This is an optimization exercise on Yosys and OpenROAD, whose aim is small area and a short achievable clock period, not a production implementation. Only simulation tests tie the RTL to the original design; equivalence was not proved. Power figures rest on the tool's default switching activity, not on a simulated workload.

==> flow/design.v (excerpt) <==
module processor_arm #(parameter N = 64)
                      (input  logic CLOCK_50, reset,
                       input  logic ExtIRQ,
                       output logic [N-1:0] IM_addr,
                       input  logic [31:0] IM_readData,
                       output logic [N-1:0] DM_writeData, DM_addr,
                       input  logic [N-1:0] DM_readData,
                       output logic DM_writeEnable, DM_readEnable,
                       output logic ExtIAck);
    logic [31:0] instr;
    logic [10:0] op;
    assign instr = IM_readData;
    assign op    = instr[31:21];
    logic isR, isLD, isST, isCBZ, isBR, isERET, isMRS, valid;
    assign isR    = (op == 11'b100_0101_1000) | (op == 11'b110_0101_1000) |
                    (op == 11'b100_0101_0000) | (op == 11'b101_0101_0000);
    assign isLD   = op == 11'b111_1100_0010;
    assign isST   = op == 11'b111_1100_0000;
    assign isCBZ  = op[10:3] == 8'b1011_0100;
    assign isERET = op == 11'b110_1011_0100;
    assign isMRS  = op == 11'b110_1010_1001;
    assign isBR   = op == 11'b110_1011_0000;
    assign valid  = isR | isLD | isST | isCBZ | isERET | isMRS | isBR;
    logic regWrite;
    assign regWrite       = (isR | isLD | isMRS) & ~reset;
    assign DM_writeEnable = isST & ~reset;
    assign DM_readEnable  = isLD & ~reset;
    logic [N-1:0] PC, ERR, ELR;
    logic [3:0]   ESR;
    assign IM_addr = PC;
    logic [N*31-1:0] regs;
    logic [N-1:0]    rd1, rd2, wd;
    logic [4:0]      ra1, ra2, wa;
    assign ra1 = instr[9:5];
  ...
==> flow/config.mk <==
export PLATFORM = sky130hd
export DESIGN_NAME = processor_arm
export DESIGN_NICKNAME = processor_arm
export VERILOG_FILES = /design/flow/design.v
export SDC_FILE = /design/flow/constraint.sdc
export NUM_CORES = 4
export LEC_CHECK = 0
export CAP_MARGIN = 30
export CELL_PAD_IN_SITES_DETAIL_PLACEMENT = 1
export CELL_PAD_IN_SITES_GLOBAL_PLACEMENT = 1
export CORE_MARGIN = 2
export CORE_UTILIZATION = 50
export PLACE_DENSITY = 0.55
export SLEW_MARGIN = 30
export SYNTH_HIERARCHICAL = 1
==> flow/constraint.sdc <==
create_clock -name core_clock -period 17.0 [get_ports {CLOCK_50}]
set_input_delay 3.4000 -clock core_clock [delete_from_list [all_inputs] [get_ports {CLOCK_50}]]
set_output_delay 3.4000 -clock core_clock [all_outputs]
set_load 0.01 [all_outputs]
standard.sh (not shown) runs the stock make flow with config.mk's settings and CLKGATE_MAP_FILE= SYNTH_SCRIPT=/design/flow/synth_recipe.tcl, a recipe that flattens the netlist after the stock synthesis.
==> flow/flow/run.sh <==
#!/bin/bash
# Layout flow: the standard synthesis, then the standard ORFS layout with
#  - small buffers on the ports,
#  - a clock tree of clkbuf_8 on clusters of up to 16 flip-flops, no dummy loads,
#  - no gate cloning in timing repair (a clone can overload its driver once
#    the nets are routed).
set -euo pipefail
CTS="-sink_clustering_enable -repair_clock_nets -buf_list sky130_fd_sc_hd__clkbuf_8 -dont_use_dummy_load -sink_clustering_size 16 -sink_clustering_max_diameter 50"
bash standard.sh synth > synth.log 2>&1
bash standard.sh SETUP_SLACK_MARGIN=6.5 SKIP_GATE_CLONING=1 \
  "BUFFER_PORTS_ARGS=-buffer_cell sky130_fd_sc_hd__buf_2" "CTS_ARGS=$CTS" \
  cts > layout_cts.log 2>&1
bash standard.sh SETUP_SLACK_MARGIN=6.5 SKIP_GATE_CLONING=1 \
  "BUFFER_PORTS_ARGS=-buffer_cell sky130_fd_sc_hd__buf_2" "CTS_ARGS=$CTS" \
  finish > layout.log 2>&1
Rerun with:
--- a/flow/flow/run.sh
+++ b/flow/flow/run.sh
@@ -5,2 +5,2 @@
-#  - no gate cloning in timing repair (a clone can overload its driver once
-#    the nets are routed).
+#  - no gate cloning in the repair after global routing (a clone can overload
+#    its driver once the nets are routed).
@@ -10 +10 @@
-bash standard.sh SETUP_SLACK_MARGIN=6.5 SKIP_GATE_CLONING=1 \
+bash standard.sh SETUP_SLACK_MARGIN=6.5 \
Hold slack stays flat.
Final area is about the same.
Power stays flat.
Routed wire length grows by 0.41%.
Utilization barely changes.
Setup slack improves by 0.10 ns.
Non-clock buffer count rose by 2.

## static timing again, ports no longer ideal
Ports are ideal in the flow. The routed layouts listed here were re-timed in OpenROAD.
Step 1: set_driving_cell puts a clkbuf_16 on CLOCK_50 and a buf_2 on each other input, an assumption about the parent block.
Step 2 moves the port delays by t, midway between the first and last clock arrival at a register: inputs arrive t later, outputs are due t later. That takes back most of the time a late clock gives input paths.
Three values: no drivers, after step 1, after step 2; two values: the first two.
run	t, ns	slack for setup (ns)	worst setup path at the end	worst register clock-pin slew, ns
the first run	1.123	5.977 / 5.936 / 5.326	input to register	0.11 / 0.11
the second run	1.115	6.082 / 5.965 / 5.350	input to register	0.11 / 0.11
After both steps every run listed still meets setup and hold. The setup slack of the second run, which loses most, moves by -0.117 ns with the drivers and by -0.732 ns with both steps.
